This is an optimization exercise on Yosys and OpenROAD, whose aim is small area, not a production implementation. Function was checked by simulation only, so behaviour that the tests miss may differ from the original. No activity file was given, so power comes from the tool's default toggle rates.

`flow/run.sh`:
```
#!/bin/bash
# synth_recipe.tcl (not shown) runs the flow's synth.tcl, then flattens the netlist and writes it again
# the make line also repeats each setting of config.mk as NAME=value (left out here)
make -C /OpenROAD-flow-scripts/flow DESIGN_CONFIG=/design/flow/config.mk WORK_HOME=/design/flow/orfs CLKGATE_MAP_FILE= SYNTH_SCRIPT=/design/flow/synth_recipe.tcl finish
```
`flow/config.mk`:
```
export PLATFORM = sky130hd
export DESIGN_NAME = CPU
export DESIGN_NICKNAME = CPU
export VERILOG_FILES = /design/flow/design.v
export SDC_FILE = /design/flow/constraint.sdc
export NUM_CORES = 4
export LEC_CHECK = 0
export CAP_MARGIN = 20
export CORE_MARGIN = 2
export CORE_UTILIZATION = 40
export SLEW_MARGIN = 20
```
`flow/constraint.sdc`:
```
create_clock -name core_clock -period 11.0 [get_ports {clk}]
set_input_delay 2.2000 -clock core_clock [delete_from_list [all_inputs] [get_ports {clk}]]
set_output_delay 2.2000 -clock core_clock [all_outputs]
set_load 0.01 [all_outputs]
```
`flow/design.v`:
```
module CPU (
	    input clk,
	    input reset,
	    input [31:0] memory_data_bus1,
	    output [31:0] memory_address_bus1
	    );
localparam  TRUE = 1'b1,
	   FALSE = 1'b0;
	wire [31:0] instruction_register, port1_data, port2_data, portD_data, operand1, operand2, alu_output;
	wire [4:0] port1_key, port2_key, portD_key;
	wire [4:0] alu_operation;
	wire portD_enable;
	REGISTER_FILE register_file (.clk(clk),
				     .port1_key(port1_key),
				     .port2_key(port2_key),
				     .port1_value(port1_data),
				     .port2_value(port2_data),
				     .portD_enable(portD_enable),
				     .portD_key(portD_key),
				     .portD_value(portD_data));
	wire [31:0] current_program_counter, next_program_counter;
	wire [31:0] alu_branch_address_w;
	wire alu_branch_enable_w;
	FETCH_STAGE #(.INITIAL_PC(32'h10))
	fetch (.clk(clk), .reset(reset),
	       .fst_in_branch_address(alu_branch_address_w),
	       .fst_in_branch_enable(alu_branch_enable_w),
	       .fst_out_instr_address(memory_address_bus1),
	       .fst_in_instr(memory_data_bus1),
	       .fst_out_instr(instruction_register),
	       .fst_out_pc(current_program_counter),
	       .fst_out_pc_next(next_program_counter));
	wire dest_register_enable_DA, dest_register_enable_AW;
	wire [4:0] dest_register_number_DA, dest_register_number_AW;
	wire [31:0] next_program_counter_DA, branch_dest;
	wire [4:0] operand1_key, operand2_key;
	DECODE_STAGE decode (.clk(clk), .reset(reset),
			     .instr(instruction_register),
			     .kill_instr(alu_branch_enable_w),
			     .source1_register_key(port1_key),
			     .source2_register_key(port2_key),
			     .source1_register_value(port1_data),
			     .source2_register_value(port2_data),
			     .operand1_key(operand1_key),
			     .operand2_key(operand2_key),
			     .operand1(operand1),
			     .operand2(operand2),
			     .alu_operation(alu_operation),
			     .dest_register_enable(dest_register_enable_DA),
			     .dest_register_number(dest_register_number_DA),
			     .in_passthrough_next_program_counter(next_program_counter),
			     .out_passthrough_next_program_counter(next_program_counter_DA),
			     .current_program_counter(current_program_counter),
			     .branch_dest(branch_dest));
	wire [31:0] alu_src1, alu_src2;
	wire [1:0] hu_src1_sel, hu_src2_sel;
	HAZARD_UNIT hu (
		.clk(clk),
		.reset(reset),
		.instr_src1_key(operand1_key),
		.instr_src2_key(operand2_key),
		.mst_rd_key(dest_register_number_AW),
		.mst_rd_en(dest_register_enable_AW),
		.wst_rd_key(portD_key),
		.wst_rd_en(portD_enable),
		.alu_src1_sel(hu_src1_sel),
		.alu_src2_sel(hu_src2_sel)
	);
	assign alu_src1 = hu_src1_sel == 2'b00 ? operand1 :
					  hu_src1_sel == 2'b01 ? portD_data:
					  hu_src1_sel == 2'b10 ? alu_output:
					  2'dx;
	assign alu_src2 = hu_src2_sel == 2'b00 ? operand2 :
					  hu_src2_sel == 2'b01 ? portD_data:
					  hu_src2_sel == 2'b10 ? alu_output:
					  2'dx;  
	ALU_STAGE alu (.clk(clk), .reset(reset),
		       .input1(alu_src1), .input2(alu_src2),
		       .next_program_counter(next_program_counter_DA),
		       .branch_dest(branch_dest),
		       .alu_operation(alu_operation),
		       .alu_output(alu_output),
		       .alu_out_branch_enable(alu_branch_enable_w),
		       .alu_out_branch_address(alu_branch_address_w),
		       .in_dest_register_enable(dest_register_enable_DA),
		       .in_passthrough_dest_register_number(dest_register_number_DA),
		       .out_dest_register_enable(dest_register_enable_AW),
		       .out_passthrough_dest_register_number(dest_register_number_AW));
	WRITEBACK_STAGE wb (.clk(clk), .reset(reset),
			    .enable(dest_register_enable_AW),
			    .is_dest_special(FALSE),
			    .dest_register(dest_register_number_AW),
			    .result(alu_output),
			    .portD_enable(portD_enable),
			    .portD_key(portD_key),
			    .portD_value(portD_data));
endmodule
module FETCH_STAGE #(
		     parameter INITIAL_PC = 32'h1000
		    ) (
		       input clk,
		       input reset,
		       input [31:0] fst_in_branch_address,
		       input fst_in_branch_enable,
		       output [31:0] fst_out_instr_address,
		       input [31:0] fst_in_instr,
		       output reg [31:0] fst_out_instr,
		       output reg [31:0] fst_out_pc,
		       output reg [31:0] fst_out_pc_next);
localparam [4:0]
x0 = 5'd0,
x1 = 5'd1,
x2 = 5'd2,
x3 = 5'd3,
x4 = 5'd4,
x5 = 5'd5,
x6 = 5'd6,
x7 = 5'd7,
x8 = 5'd8,
x9 = 5'd9,
x10 = 5'd10,
x11 = 5'd11,
x12 = 5'd12,
x13 = 5'd13,
x14 = 5'd14,
x15 = 5'd15,
x16 = 5'd16,
x17 = 5'd17,
x18 = 5'd18,
x19 = 5'd19,
x20 = 5'd20,
x21 = 5'd21,
x22 = 5'd22,
x23 = 5'd23,
x24 = 5'd24,
x25 = 5'd25,
x26 = 5'd26,
x27 = 5'd27,
x28 = 5'd28,
x29 = 5'd29,
x30 = 5'd30,
x31 = 5'd31;
localparam [6:0]     OP = 7'b0110011,
		 OP_IMM = 7'b0010011,
		   LOAD = 7'b0000011,
		  STORE = 7'b0100011,
		 BRANCH = 7'b1100011,
		   JALR = 7'b1100111;
localparam [31:0] NOP = 32'b000000000000_00000_000_00000_0010011;
	wire [31:0] next_pc_next;  
    wire [31:0] next_instr;  
	assign next_pc_next = fst_in_branch_enable == 1'b1 ? fst_in_branch_address + 32'd4 :
					   fst_out_pc_next + 32'd4;
	assign fst_out_instr_address = fst_in_branch_enable == 1'b1 ? fst_in_branch_address :
				fst_out_pc_next;
	assign next_instr = fst_in_instr;
	always @(posedge clk, posedge reset) begin
		if (reset) begin
			fst_out_pc_next <= INITIAL_PC;
			fst_out_pc <= INITIAL_PC;
			fst_out_instr <= NOP;  
		end else begin  
			fst_out_pc_next <= next_pc_next;
			fst_out_instr <= next_instr;
			fst_out_pc <= fst_out_pc_next;
		end
	end  
endmodule
module DECODE_STAGE (
		     input clk,
		     input reset,
		     input [31:0] instr,
		     input kill_instr,
		     input [31:0] source1_register_value,
		     input [31:0] source2_register_value,
		     output [4:0] source1_register_key,
		     output [4:0] source2_register_key,
		     output reg [4:0] operand1_key,
		     output reg [4:0] operand2_key,
		     output reg [31:0] operand1,
		     output reg [31:0] operand2,
		     output reg [4:0] alu_operation,
		     output reg dest_register_enable,
		     output reg [4:0] dest_register_number,
		     input [31:0] in_passthrough_next_program_counter,
		     output reg [31:0] out_passthrough_next_program_counter,
		     input [31:0] current_program_counter,
		     output reg [31:0] branch_dest);
localparam [4:0]
x0 = 5'd0,
x1 = 5'd1,
x2 = 5'd2,
x3 = 5'd3,
x4 = 5'd4,
x5 = 5'd5,
x6 = 5'd6,
x7 = 5'd7,
x8 = 5'd8,
x9 = 5'd9,
x10 = 5'd10,
x11 = 5'd11,
x12 = 5'd12,
x13 = 5'd13,
x14 = 5'd14,
x15 = 5'd15,
x16 = 5'd16,
x17 = 5'd17,
x18 = 5'd18,
x19 = 5'd19,
x20 = 5'd20,
x21 = 5'd21,
x22 = 5'd22,
x23 = 5'd23,
x24 = 5'd24,
x25 = 5'd25,
x26 = 5'd26,
x27 = 5'd27,
x28 = 5'd28,
x29 = 5'd29,
x30 = 5'd30,
x31 = 5'd31;
localparam [6:0]     OP = 7'b0110011,
		 OP_IMM = 7'b0010011,
		   LOAD = 7'b0000011,
		  STORE = 7'b0100011,
		 BRANCH = 7'b1100011,
		   JALR = 7'b1100111;
localparam [31:0] NOP = 32'b000000000000_00000_000_00000_0010011;
localparam [4:0]       ADDITION = 4'h0,
		    SUBTRACTION  = 4'h1,
		 MULTIPLICATION  = 4'h2,
		    	ALU_JALR = 4'h3,
		        ALU_BEQ  = 4'h4,
		        ALU_BLT  = 4'h5,
		        ALU_BNE  = 4'h6,
		        ALU_BGE  = 4'h7,
		        ALU_BLTU = 4'h8,
		        ALU_BGEU = 4'h9;
localparam  TRUE = 1'b1,
	   FALSE = 1'b0;
	wire [6:0] opcode, funct7;
	wire [4:0] rs1, rs2, rd, next_dest_register_number;
	wire [3:0] funct3;
	wire next_dest_register_enable;
	wire [11:0] immI, immS;
	wire [31:0] next_operand1, next_operand2;
	wire [4:0] next_alu_operation;
	wire [31:0] effective_instr;
	wire [31:0] debug;
	assign effective_instr = kill_instr == TRUE ? NOP :
						instr;
	assign opcode = effective_instr[ 6: 0];
	assign rd     = effective_instr[11: 7];
	assign rs1    = effective_instr[19:15];
	assign rs2    = effective_instr[24:20];
	assign funct7 = effective_instr[31:25];
	assign funct3 = effective_instr[14:12];
	assign immI = effective_instr[31:20];
	assign immS = {effective_instr[31:25], effective_instr[11:7]};
	wire [31:0] branch_offset;
	assign branch_offset = { {20{effective_instr[31]}},
		effective_instr[7],
		effective_instr[30:25],
		effective_instr[11:8],
		1'b0  };
	assign source1_register_key = rs1;
	assign source2_register_key = rs2;
	assign next_operand1 = source1_register_value;
	assign next_operand2 = opcode == OP     ? source2_register_value :
			       opcode == OP_IMM ? {{20{immI[11]}}, immI} :
			       opcode == LOAD   ? {{20{immI[11]}}, immI} :
			       opcode == STORE  ? {{20{immS[11]}}, immS} :
			       opcode == BRANCH ? source2_register_value :
			       opcode == JALR   ? {{20{immI[11]}}, immI[11:1], 1'b0} :
			       32'b0;
	assign next_alu_operation = opcode == OP && funct3 == 3'b0 && funct7 == 7'h00	? ADDITION :  
				    opcode == OP_IMM && funct3 == 3'b0			? ADDITION :  
				    opcode == OP && funct3 == 3'b0 && funct7 == 7'h20	? SUBTRACTION :  
				    opcode == OP && funct3 == 3'b0 && funct7 == 7'h01	? MULTIPLICATION :  
				    opcode == JALR && funct3 == 3'b0			? ALU_JALR :  
				    opcode == BRANCH && funct3 == 3'b000			? ALU_BEQ :  
				    opcode == BRANCH && funct3 == 3'b100			? ALU_BLT :  
				    opcode == BRANCH && funct3 == 3'b101			? ALU_BGE :  
				    opcode == BRANCH && funct3 == 3'b110			? ALU_BLTU :  
				    opcode == BRANCH && funct3 == 3'b111			? ALU_BGEU :  
				    ADDITION;
	assign next_dest_register_enable = opcode == OP     ? TRUE  :
					   opcode == OP_IMM ? TRUE  :
					   opcode == LOAD   ? TRUE  :
					   opcode == STORE  ? FALSE :
					   opcode == BRANCH ? FALSE :
					   opcode == JALR   ? TRUE  :
					   FALSE;
	assign next_dest_register_number = opcode == OP     ? rd :
					   opcode == OP_IMM ? rd :
					   opcode == LOAD   ? rd :
					   opcode == STORE  ? x0 :
					   opcode == BRANCH ? x0 :
					   opcode == JALR   ? rd :
					   x0;
	wire [31:0] next_branch_dest;
	assign next_branch_dest = current_program_counter + branch_offset;
	always @(posedge clk, posedge reset) begin
		if (reset) begin
		    operand1_key <= 32'b0;
		    operand2_key <= 32'b0;
			operand1 <= 32'b0;
			operand2 <= 32'b0;
			alu_operation <= ADDITION;
			dest_register_enable <= FALSE;
			dest_register_number <= x0;
			out_passthrough_next_program_counter <= 32'b0;
			branch_dest <= 32'b0;
		end else begin  
		    operand1_key <= source1_register_key;
		    operand2_key <= source2_register_key;
			operand1 <= next_operand1;
			operand2 <= next_operand2;
			alu_operation <= next_alu_operation;
			dest_register_enable <= next_dest_register_enable;
			dest_register_number <= next_dest_register_number;
			out_passthrough_next_program_counter <= in_passthrough_next_program_counter;
			branch_dest <= next_branch_dest;
		end
	end  
endmodule
module ALU_STAGE (
		  input clk,
		  input reset,
		  input [31:0] input1,
		  input [31:0] input2,
		  input [4:0] alu_operation,
		  output reg [31:0] alu_output,
		  input in_dest_register_enable,
		  input [4:0] in_passthrough_dest_register_number,
		  output reg out_dest_register_enable,
		  output reg [4:0] out_passthrough_dest_register_number,
		  input [31:0] branch_dest,  
		  input [31:0] next_program_counter,
		  output reg alu_out_branch_enable,
		  output reg [31:0] alu_out_branch_address);
localparam  TRUE = 1'b1,
	   FALSE = 1'b0;
localparam [4:0]       ADDITION = 4'h0,
		    SUBTRACTION  = 4'h1,
		 MULTIPLICATION  = 4'h2,
		    	ALU_JALR = 4'h3,
		        ALU_BEQ  = 4'h4,
		        ALU_BLT  = 4'h5,
		        ALU_BNE  = 4'h6,
		        ALU_BGE  = 4'h7,
		        ALU_BLTU = 4'h8,
		        ALU_BGEU = 4'h9;
localparam [4:0]
x0 = 5'd0,
x1 = 5'd1,
x2 = 5'd2,
x3 = 5'd3,
x4 = 5'd4,
x5 = 5'd5,
x6 = 5'd6,
x7 = 5'd7,
x8 = 5'd8,
x9 = 5'd9,
x10 = 5'd10,
x11 = 5'd11,
x12 = 5'd12,
x13 = 5'd13,
x14 = 5'd14,
x15 = 5'd15,
x16 = 5'd16,
x17 = 5'd17,
x18 = 5'd18,
x19 = 5'd19,
x20 = 5'd20,
x21 = 5'd21,
x22 = 5'd22,
x23 = 5'd23,
x24 = 5'd24,
x25 = 5'd25,
x26 = 5'd26,
x27 = 5'd27,
x28 = 5'd28,
x29 = 5'd29,
x30 = 5'd30,
x31 = 5'd31;
localparam [6:0]     OP = 7'b0110011,
		 OP_IMM = 7'b0010011,
		   LOAD = 7'b0000011,
		  STORE = 7'b0100011,
		 BRANCH = 7'b1100011,
		   JALR = 7'b1100111;
localparam [31:0] NOP = 32'b000000000000_00000_000_00000_0010011;
	wire [31:0] next_alu_output;
	assign next_alu_output = alu_operation == ADDITION ? input1 + input2 :
				 			 alu_operation == SUBTRACTION ? input1 - input2 :
				 			 alu_operation == MULTIPLICATION ? input1 * input2 :
				 			 alu_operation == ALU_JALR ? next_program_counter :
				 			 32'b0;
	wire next_branch_enable;
	wire [31:0] next_branch_address;
	assign next_branch_enable = alu_operation == ALU_JALR                                                      ? TRUE :
					    		alu_operation == ALU_BEQ  && ( input1 == input2                              ) ? TRUE :
				        		alu_operation == ALU_BNE  && ( input1 != input2                              ) ? TRUE :
					    		alu_operation == ALU_BLT  && ((input1 <  input2) ^ (input1[31] != input2[31])) ? TRUE :
				        		alu_operation == ALU_BGE  && ((input1 >= input2) ^ (input1[31] != input2[31])) ? TRUE :
				        		alu_operation == ALU_BLTU && ( input1 <  input2                              ) ? TRUE :
				        		alu_operation == ALU_BGEU && ( input1 >= input2                              ) ? TRUE :
					    		FALSE;
	assign next_branch_address = alu_operation == ALU_JALR ? input1 + input2 :
				     			 alu_operation == ALU_BEQ  ? branch_dest :
				     			 alu_operation == ALU_BLT  ? branch_dest :
				     			 alu_operation == ALU_BNE  ? branch_dest :
				     			 alu_operation == ALU_BGE  ? branch_dest :
				     			 alu_operation == ALU_BLTU ? branch_dest :
				     			 alu_operation == ALU_BGEU ? branch_dest :
				     			 32'b0;
	wire next_out_dest_register_enable;
	assign next_out_dest_register_enable = alu_out_branch_enable == TRUE ? FALSE :
					       in_dest_register_enable;
	always @(posedge clk, posedge reset) begin
		if (reset) begin
			alu_output <= 32'b0;
			out_dest_register_enable <= FALSE;
			out_passthrough_dest_register_number <= x0;
			alu_out_branch_enable <= FALSE;
			alu_out_branch_address <= 32'b0;
		end else begin  
			alu_output <= next_alu_output;
			out_dest_register_enable <= next_out_dest_register_enable;
			out_passthrough_dest_register_number <= in_passthrough_dest_register_number;
			alu_out_branch_enable <= next_branch_enable;
			alu_out_branch_address <= next_branch_address;
		end
	end  
endmodule
module HAZARD_UNIT (
		input clk,
		input reset,
		input [4:0] instr_src1_key,
		input [4:0] instr_src2_key,
		input [4:0] mst_rd_key,
		input       mst_rd_en,  
		input [4:0] wst_rd_key,
		input       wst_rd_en,  
		output [1:0] alu_src1_sel,
		output [1:0] alu_src2_sel);
	assign alu_src1_sel = ((instr_src1_key == mst_rd_key) && mst_rd_en) && (instr_src1_key != 0) ? 2'b10 :
								 	 ((instr_src1_key == wst_rd_key) && wst_rd_en) && (instr_src1_key != 0) ? 2'b01 :
									 2'b00;
	assign alu_src2_sel = ((instr_src2_key == mst_rd_key) && mst_rd_en) && (instr_src2_key != 0) ? 2'b10 :
								 	 ((instr_src2_key == wst_rd_key) && wst_rd_en) && (instr_src2_key != 0) ? 2'b01 :
									 2'b00;
endmodule
module REGISTER_FILE(
		     input clk,
		     input [4:0] port1_key,
		     input [4:0] port2_key,
		     input portD_enable,
		     input [4:0] portD_key,
		     input [31:0] portD_value,
		     output [31:0] port1_value,
		     output [31:0] port2_value);
	reg [31:0] registers [31:0];
	wire [31:0] next_portD_value, port1_value_wire;
	function [31:0] port_value(input portD_enable,
				   input [4:0] portD_key,
				   input [31:0] portD_value,
				   input [31:0] value_in_register_file,
				   input [4:0] port_key);
		port_value = port_key == 5'b0 ? 32'b0 :  
			     portD_enable && portD_key == port_key ? portD_value :  
			     value_in_register_file;  
	endfunction  
	assign port1_value = port_value(portD_enable, portD_key, portD_value, registers[port1_key], port1_key);
	assign port2_value = port_value(portD_enable, portD_key, portD_value, registers[port2_key], port2_key);
	assign next_portD_value = portD_enable && portD_key != 5'b0 ? portD_value :
				  registers[portD_key];
	always @(posedge clk) begin
		registers[portD_key] <= next_portD_value;
		registers[0] <= 32'b0;
	end  
endmodule
module WRITEBACK_STAGE (
			input clk,
			input reset,
			input enable,
			input is_dest_special,
			input [4:0] dest_register,
			input [31:0] result,
			output reg portD_enable,
			output reg [4:0] portD_key,
			output reg [31:0] portD_value
			);
localparam [4:0]
x0 = 5'd0,
x1 = 5'd1,
x2 = 5'd2,
x3 = 5'd3,
x4 = 5'd4,
x5 = 5'd5,
x6 = 5'd6,
x7 = 5'd7,
x8 = 5'd8,
x9 = 5'd9,
x10 = 5'd10,
x11 = 5'd11,
x12 = 5'd12,
x13 = 5'd13,
x14 = 5'd14,
x15 = 5'd15,
x16 = 5'd16,
x17 = 5'd17,
x18 = 5'd18,
x19 = 5'd19,
x20 = 5'd20,
x21 = 5'd21,
x22 = 5'd22,
x23 = 5'd23,
x24 = 5'd24,
x25 = 5'd25,
x26 = 5'd26,
x27 = 5'd27,
x28 = 5'd28,
x29 = 5'd29,
x30 = 5'd30,
x31 = 5'd31;
localparam [6:0]     OP = 7'b0110011,
		 OP_IMM = 7'b0010011,
		   LOAD = 7'b0000011,
		  STORE = 7'b0100011,
		 BRANCH = 7'b1100011,
		   JALR = 7'b1100111;
localparam [31:0] NOP = 32'b000000000000_00000_000_00000_0010011;
localparam  TRUE = 1'b1,
	   FALSE = 1'b0;
	wire next_portD_enable;
	wire [4:0] next_portD_key;
	wire [31:0] next_portD_value;
	assign next_portD_enable = !enable ? FALSE :
				    is_dest_special && dest_register == 5'b0 ? TRUE :  
				   !is_dest_special && dest_register != 5'b0 ? TRUE :  
				   FALSE;
	assign next_portD_key = dest_register;
	assign next_portD_value = result;
	always @(posedge clk, posedge reset) begin
		if (reset) begin
			portD_enable <= FALSE;
			portD_key <= x0;
			portD_value <= 32'b0;
		end else begin  
			portD_enable <= next_portD_enable;
			portD_key <= next_portD_key;
			portD_value <= next_portD_value;
		end
	end  
endmodule
```
==> reports/results.ini, run 1 <==
[die]
ioPinCount=66
coreArea_sq_um=202000
initial_core_util_pct=40.2
std_cell_rows=165
die_x_um=454
die_h_um=454
dieArea_sq_um=206000

[global_route]
grt_max_degree=154
grt_overflow=0
grt_first_pass_wirelength_um=440000
antenna_found_initial=21
track_usage_pct=29.6
grt_pass1_vias=61300

[logic_synthesis]
synth-seq-cells=1314
synthCells=7170
async_reset_ff_share_pct=24.5
mappedNetlistArea_sq_um=81100
synth_flop_cell=edfxtp_1
post_synth_num_cell_types=93
seq_area_frac_synth_pct=46.7
synth_area_per_cell_sq_um=11.3
synth_fp_nets=7832
synth-edff-count=992
ys_warn_count=5

[timing]
clock_skew_ps=35.7
drv_slew=0
rsz0062_at_grt=no
timing.hold.ws_ps=347
setup-violations-final=0
setup_slack_ps=613
maxSlewHeadroom_pct=14.4
tns_ps=0
fin_crit_sh_pct=94.4
min_period_ps=10390
worstMarginPinSlew_ps=1270
hold_violations=0
max_freq_ghz=0.0963

[clock_tree]
cts_resized=0
clkTransAtPathRegs_ps=60
ctsLongestPathBuffers=3
cts_buffers=137
cts_htree_levels=4
cts_root_buf=clkbuf_16
postCtsSetupBuffers=0
clkSinkCount=1314
clk_latency_ps=800
holdBufCountCts=0
cts_tree=built

[detailed_routing]
routed_wl_um=310000
drt_iter0_drc=8035
drc=0
ant_nets=0
wire_per_inst_um=31.4
viasPerCell=6.26
first_pass_iters=8
vias=61900

[run]
cap_violations=0

[finish]
area_growth_pct=10.7
finalNetCount=7753
drive_above_1_share_pct=10.8

[critical_path]
required_ps=11680
cpMaxStageDelayCell=or4_4
critPathArrivalTime_ps=11070
critPathKind=reg2reg
cp-start-kind=flop
crit_path_start=decode.operand2_key[3]$_DFF_PP0_
r2r_start=decode.operand2_key[3]$_DFF_PP0_
end_kind=flop
cp_common_cell=fa_1
cpPeakStageDelay_ps=600
cp_max_fo=40
reg2reg_depth=29

[min_path]
hold_class=reg2reg
whs_path_depth=0
hold_start=decode.dest_register_number[3]$_DFF_PP0_

[power]
p_per_area_nw_per_um2=140
p_leak_nw=34.7
peakVddDrop_v=0.000158

[place]
place_hpwl_um=204000
gp_congestion=1.02
io_buffers=65
pre_cts_ws_ps=746

[run_status]
outcome=no timing/DRC/antenna violations

synth_stat cells (11+ instances only):
cell | instances | area share, %
and2_1 | 23 | 0.18
o211ai_1 | 34 | 0.31
edfxtp_1 | 992 | 37
nand3b_1 | 11 | 0.10
a21o_1 | 52 | 0.48
a221o_1 | 38 | 0.47
a32oi_1 | 39 | 0.42
o31ai_1 | 33 | 0.31
nand2b_1 | 40 | 0.31
nor2_1 | 607 | 2.8
o22ai_1 | 72 | 0.56
clkbuf_1 | 410 | 1.9
mux2i_1 | 458 | 5.7
mux2_2 | 96 | 1.3
inv_1 | 490 | 2.3
a211oi_1 | 168 | 1.6
o221ai_1 | 12 | 0.13
fa_1 | 411 | 10
a2111oi_0 | 14 | 0.15
buf_1 | 53 | 0.25
o21ai_0 | 321 | 2.0
and3_1 | 11 | 0.085
a22oi_1 | 39 | 0.36
buf_2 | 24 | 0.15
xnor2_1 | 155 | 1.7
a311oi_1 | 28 | 0.30
clkinv_1 | 17 | 0.079
or3_1 | 23 | 0.18
xor2_1 | 39 | 0.42
nor2b_1 | 129 | 0.99
nor3_1 | 89 | 0.55
ha_1 | 217 | 3.3
nand2_1 | 678 | 3.1
a21oi_1 | 251 | 1.5
nor4_1 | 29 | 0.22
nand3_1 | 81 | 0.50
a31oi_1 | 137 | 1.1
o21bai_1 | 20 | 0.19
o21a_1 | 15 | 0.14
mux4_2 | 97 | 2.7
nand4_1 | 21 | 0.16
a31o_2 | 28 | 0.30
a22o_1 | 31 | 0.33
dfrtp_1 | 317 | 9.8
a221oi_1 | 186 | 2.0
power breakdown:
group	internal (mW)	switching, mW	total (mW)
Clock	2.69	1.99	4.68
Sequential	5.59	0.145	5.74
Combinational	0.652	1.53	2.19
Total	8.94	3.67	12.6
flip-flops by register name (all words and copies together) (netlist names), 4 cells and up:
register,count
alu.alu_out_branch_address,32
alu.alu_output,32
alu.out_passthrough_dest_register_number,5
decode.alu_operation,4
decode.branch_dest,32
decode.dest_register_number,5
decode.operand1,32
decode.operand1_key,5
decode.operand2,32
decode.operand2_key,5
decode.out_passthrough_next_program_counter,32
fetch.fst_out_instr,32
fetch.fst_out_pc_next,32
register_file.registers,992
wb.portD_key,5
wb.portD_value,32
cell usage in the layout (no fill, tap or decap), drive strengths merged, types with 97 or more instances in the layout:
cell type / count
dfrtp: 317
a21oi: 254
mux4: 97
ha: 217
fa: 411
a221oi: 186
a31oi: 150
a211oi: 169
edfxtp: 992
inv: 510
nor2: 608
nand2: 680
nor2b: 129
xnor2: 155
o21ai: 325
buf: 219
mux2i: 458
clkbuf: 195
worst max-delay path, delay by kind of cell (launching register included):
family / cells / cell delay [ps]
compound gates: 8 / 2330
xor+xnor: 1 / 170
fa+ha+maj: 9 / 4260
buf+inv: 4 / 1200
flops: 1 / 430
simple gates: 7 / 1850
final timing paths:
check / to / slack, ps
hold reg to reg: alu.out_passthrough_dest_register_number[3]$_DFF_PP0_ / 350
max in group asynchronous: fetch.fst_out_instr[16]$_DFF_PP0_ / 7480
setup reg to reg: alu.alu_output[31]$_DFF_PP0_ / 610
min in group asynchronous: wb.portD_value[20]$_DFF_PP0_ / 1950
setup / recovery: alu.alu_output[31]$_DFF_PP0_ / 610
hold / removal: alu.out_passthrough_dest_register_number[3]$_DFF_PP0_ / 350
through the flow:
step,utilization (%),std cells,cell area (sq um),power [mW]
floorplan,-,7170,81100,6.95
global placement,42.2,9624,85300,7.93
detailed placement,42.2,9624,85300,7.94
CTS,44.4,9872,89700,12.6
global route,44.5,9873,89800,12.9
finish,44.5,9877,89800,12.6
logic make-up (layout without fill, tap and decap cells):
| kind of cell | Yosys count | after routing | synth area share, % |
|---|---|---|---|
| adders and majority gates | 628 | 628 | 13.5 |
| and+or+nand+nor | 1773 | 1773 | 9.53 |
| buffers and inverters | 1019 | 1049 | 4.87 |
| muxes | 651 | 651 | 9.68 |
| xor gates and xnor gates | 200 | 200 | 2.26 |
| AOI/OAI and AO/OA | 1585 | 1585 | 13.5 |
| DFF | 1314 | 1314 | 46.7 |
| other | 0 | 5 | 0 |
final cells by class:
class | instances | area, sq um
inverter | 517 | 1960
fill | 18500 | 112000
clock inverter | 53 | 543
sequential | 1314 | 37900
timing repair buffer | 284 | 2410
tap | 2672 | 3340
multi-input combinational | 4837 | 39700
antenna | 5 | 12.5
clock buffer | 195 | 3910
routing by layer:
metal | GRT usage (%) | share of wire, % | wire length [um]
met1 | 39.4 | 40 | 122000
met3 | 6.62 | 10 | 32300
met5 | 0 | 0.030 | 92
met2 | 45.1 | 44 | 137000
met4 | 15.7 | 5.9 | 18400
==> run 2, diff against run 1 <==
==> flow/design.v (replaced) <==
module CPU (
    input         clk,
    input         reset,
    input  [31:0] memory_data_bus1,
    output [31:0] memory_address_bus1
);
    localparam [6:0] OP = 7'b0110011, OP_IMM = 7'b0010011, LOAD = 7'b0000011,
                     BRANCH = 7'b1100011, JALR = 7'b1100111;
    reg  [31:0] pcn;         
    reg  [31:0] ba;          
    reg         ben;         
    reg  [31:0] ir;          
    reg         m2pre;       
    assign memory_address_bus1 = ben ? ba : pcn;
    reg  [31:0] e_x;         
    reg  [4:0]  e_rs1, e_rs2, e_rd;
    reg  [6:0]  e_f7;
    reg         e_b0;        
    reg         e_use2;      
    reg         e_den, e_jalr, e_br;
    reg  [2:0]  e_f3;
    reg         e_sub, e_mul;
    wire        wen = e_den & ~ben;
    wire [6:0]  opc = ir[6:0];
    wire [2:0]  f3  = ir[14:12];
    wire [6:0]  f7  = ir[31:25];
    wire        is_op  = opc == OP;
    wire        is_br  = opc == BRANCH;
    wire        is_jr  = opc == JALR;
    wire        writes = is_op | opc == OP_IMM | opc == LOAD | is_jr;
    wire [31:0] boff = {{20{ir[31]}}, ir[7], ir[30:25], ir[11:8], 1'b0};
    wire        m1 = e_den & (ir[24:20] == e_rd);
    wire [31:0] a, rf2;
    REGISTER_FILE rf (.clk(clk), .ra1(e_rs1), .ra2(e_rs2), .rd1(a), .rd2(rf2),
                      .we(wen), .wa(e_rd), .wd(result));
    wire [31:0] imm = {{21{e_f7[6]}}, e_f7[5:0], e_rs2[4:1], e_b0};
    wire [31:0] b = e_use2 ? rf2 : imm;
    wire [32:0] sum = {1'b0, a} + {1'b0, b ^ {32{e_sub}}} + {32'd0, e_sub};
    wire [31:0] prod = a * b;
    wire [31:0] result = e_jalr ? ba : e_mul ? prod : sum[31:0];
    wire ltu = ~sum[32];
    wire lts = ltu ^ a[31] ^ b[31];
    wire eq  = sum[31:0] == 32'd0;
    wire cond = e_f3[2] ? ((e_f3[1] ? ltu : lts) ^ e_f3[0]) : eq;
    wire nben = e_jalr | (e_br & cond);
    wire [31:0] ntgt = e_jalr ? sum[31:0] : e_x;
    always @(posedge clk or posedge reset) begin
        if (reset) begin
            pcn    <= 32'h10;
            ben    <= 1'b0;
            ir[0]  <= 1'b0;
            e_den  <= 1'b0;
            e_jalr <= 1'b0;
            e_br   <= 1'b0;
        end else begin
            pcn    <= memory_address_bus1 + 32'd4;
            ben    <= nben;
            ir[0]  <= memory_data_bus1[0];
            e_den  <= ~ben & writes & (ir[11:7] != 5'd0);
            e_jalr <= ~ben & is_jr & (f3 == 3'd0);
            e_br   <= ~ben & is_br & (f3[2] | (f3[1:0] == 2'd0));
        end
    end
    always @(posedge clk) begin
        ba     <= nben ? ntgt : pcn;
        ir[31:1] <= memory_data_bus1[31:1];
        m2pre  <= wen & (memory_data_bus1[24:20] == e_rd);
        e_x    <= ba + boff;
        e_rs1  <= ir[19:15];
        e_rs2  <= ir[24:20];
        e_rd   <= ir[11:7];
        e_f7   <= f7;
        e_b0   <= ir[20] & ~is_jr;
        e_use2 <= is_op | is_br | m1 | m2pre;
        e_f3   <= f3;
        e_sub  <= is_br | (is_op & f3 == 3'd0 & f7 == 7'h20);
        e_mul  <= is_op & f3 == 3'd0 & f7 == 7'h01;
    end
endmodule
module REGISTER_FILE (
    input             clk,
    input      [4:0]  ra1,
    input      [4:0]  ra2,
    output reg [31:0] rd1,
    output reg [31:0] rd2,
    input             we,
    input      [4:0]  wa,
    input      [31:0] wd
);
    reg [31:0] regs [1:31];
    always @(posedge clk)
        if (we) regs[wa] <= wd;
    integer i;
    always @* begin
        rd1 = 32'd0;
        rd2 = 32'd0;
        for (i = 1; i < 32; i = i + 1) begin
            rd1 = rd1 | (regs[i] & {32{ra1 == i}});
            rd2 = rd2 | (regs[i] & {32{ra2 == i}});
        end
    end
endmodule
==> reports/results.ini, run 2 <==
[run_status]
outcome=no timing/DRC/antenna violations

[critical_path]
cpLargestDelayFamily=adder cells
cp_max_fo=31
cpMaxStageDelayCell=dfxtp_1
critPathKind=reg2reg
cpPeakStageDelay_ps=780
required_ps=11600
critPathArrivalTime_ps=11140
rrSetupSlack_ps=460
end_kind=flop
cp-start-kind=flop
critPathBufInv=5

[power]
share_seq_of_total_power_pct=15.8
p_sw_mw=15.4
switching_share_pct=45.6
p_leak_nw=31.1
p_int_mw=18.4
clkPwrFrac_pct=13.3
power_frac_comb_pct=70.9
peakVddDrop_v=0.00200
finalPower_mw=33.8
p_per_area_nw_per_um2=418

[global_route]
track_usage_pct=36.2
grt_use_met2_pct=53.9
grt_overflow=0
grtUsageMet1_pct=45.6
grt_max_degree=71
grt_first_pass_wirelength_um=456000
grt_pass1_vias=58800
met3_usage_pct=10.7
antenna_found_initial=32
busiest_layer=met2

[logic_synthesis]
yosysTopAreaCell=edfxtp_1
seq_area_frac_synth_pct=47.6
mappedNetlistArea_sq_um=69800
synth_fp_nets=6937
synth_most_common_cell=edfxtp_1
synth_area_leaders=edfxtp_1 (43%), fa_1 (12%), a22oi_1 (5.5%)
synth_top_cell_area_share_pct=42.7
synthCells=6308
synth_area_per_cell_sq_um=11.1
synth-edff-count=992
post_synth_num_cell_types=94
synth-seq-cells=1154
ys_warn_count=2
synth_common_cells=edfxtp_1 (992), nand3_1 (561), inv_1 (557), a22oi_1 (514), nand2_1 (454)
synth_flop_cell=edfxtp_1
async_reset_ff_share_pct=3.21

[clock_tree]
clk_latency_ps=790
cts_tree=built
holdBufCountCts=0
cts_root_buf=clkbuf_16
clkTransAtPathRegs_ps=60
cts_buffers=132
clkSinkCount=1154
ctsLongestPathBuffers=3
cts_htree_levels=4

[timing]
tns_ps=0
fin_crit_sh_pct=95.8
hold_violations=0
min_period_ps=10540
worstMarginPinSlew_ps=1260
max_freq_ghz=0.0949
drv_slew=0
clock_skew_ps=74.6
maxSlewHeadroom_pct=16.1
rsz0062_at_grt=no
setup-violations-final=0

[place]
io_buffers=65
gp_congestion=1.01
place_hpwl_um=212000

[finish]
drive_above_1_share_pct=12.2
largest_register_ffs=992
finalNetCount=7106
fillers=15900
multi_input_area_sq_um=33500
area_growth_pct=15.8
regArea_sq_um=33200
final_cell_mix=edfxtp_1 (992), nand3_1 (561), inv_1 (556)
regMostFlops=rf.regs
layout_commonest_cell=edfxtp_1

[detailed_routing]
wire_per_inst_um=37.0
routed_wl_um=330000
viasPerCell=6.74
first_pass_iters=10
drc=0
drt_iter0_drc=11400
vias=60100
ant_nets=0

[die]
die_h_um=422
dieArea_sq_um=178000
ioPinCount=66
die_x_um=422
coreArea_sq_um=174000
initial_core_util_pct=40.2
std_cell_rows=153

[run]
cap_violations=0

[min_path]
hold_class=reg2reg

[run 2: cell type report]
type / instances / share of cell area (%)
flip-flops and latches: 1154 / 41.1
diodes: 7 / 0.0217
clock inverters: 78 / 0.995
repair buffers: 476 / 5.84
well taps: 2325 / 3.60
clock buffers: 164 / 4.40
multi-input cells: 4152 / 41.5
inverters: 561 / 2.60
[run 2: path summary, 6_finish.rpt]
| kind | startpoint | end | depth (start not counted) |
|---|---|---|---|
| max | e_rs2[2]$_DFF_P_ | rf.regs[15][31]$_DFFE_PP_ | 31 |
| min | ir[23]$_DFF_P_ | e_rs2[3]$_DFF_P_ | 0 |
| max reg2reg | e_rs2[2]$_DFF_P_ | rf.regs[15][31]$_DFFE_PP_ | 31 |
| min reg2reg | ir[23]$_DFF_P_ | e_rs2[3]$_DFF_P_ | 0 |
| max in group asynchronous | reset | ben$_DFF_PP0_ | 3 |
| min in group asynchronous | reset | pcn[6]$_DFF_PP0_ | 3 |
[run 2: power groups by stage]
stage	sequential, mW	clock, mW	combinational, mW
after detailed placement	5.43	0	23.2
after global routing	5.34	4.66	26.6
after CTS	5.34	4.49	23.4
final	5.34	4.50	24.0
after global placement	5.43	0	23.1
after floorplan	5.42	0	15.3
[run 2: metrics by stage]
stage | utilization, % | hold slack, ps | worst slack [ps] | instance area, sq um | std cells
2_1_floorplan | - | 310 | 890 | 69800 | 6308
3_3_place_gp | 44.0 | 363 | 282 | 76400 | 8656
3_5_place_dp | 44.0 | 363 | 267 | 76400 | 8656
4_1_cts | 46.5 | 374 | 188 | 80700 | 8898
5_1_grt | 46.6 | 370 | 62.5 | 80900 | 8910
6_report | 46.6 | 367 | 462 | 80900 | 8917
[run 2: kinds of logic (layout without fill, tap and decap cells)]
kind of cell | after synthesis | count (layout) | share of synthesized area (%)
flops | 1154 | 1154 | 47.6
mux | 49 | 49 | 0.729
buf+inv | 1002 | 1279 | 5.48
simple gates | 2188 | 2188 | 16.5
fa+ha+maj | 595 | 595 | 15.1
compound gates | 1120 | 1120 | 12.1
other cells | 0 | 7 | 0
xor+xnor | 200 | 200 | 2.55
[run 2: per-layer routing]
metal  vias to the layer above  share of wire [%]
met5                         -              0.057
met4                        24                8.6
met3                      1619                 14
met2                      5597                 42
met1                     29500                 35
li1                      23300                  -
[run 2: repair_timing]
| item | 4_1_cts | 5_1_grt |
|---|---|---|
| endpoints found under the setup margin | 0 | 79 |
| endpoints found under the hold margin | 0 | 0 |
| buffers inserted | 0 | 12 |
| gates resized for setup | 0 | 13 |

[afterwards: timing with drivers on the ports]
How much do the figures lean on ideal ports? The routed layouts below were timed once more, with nothing changed but the port constraints. Step 1 sets driving cells, clkbuf_16 on the clock port and buf_2 on the other inputs (assumed; they add their load-dependent delay and slew). Step 2 also shifts input and output timing later by t, the mid clock arrival at the registers, as if the neighbouring blocks saw the same clock. Three values: ideal ports, drivers, drivers and shift; two values: the first two.
| run | t, ns | setup slack, ns | worst data-port slew with drivers (ns) |
|---|---|---|---|
| run 1 | 0.871 | 0.613 / 0.613 / 0.613 | 0.08 |
| run 2 | 0.835 | 0.462 / 0.462 / 0.462 | 0.06 |
After both steps every run listed still meets setup and hold.
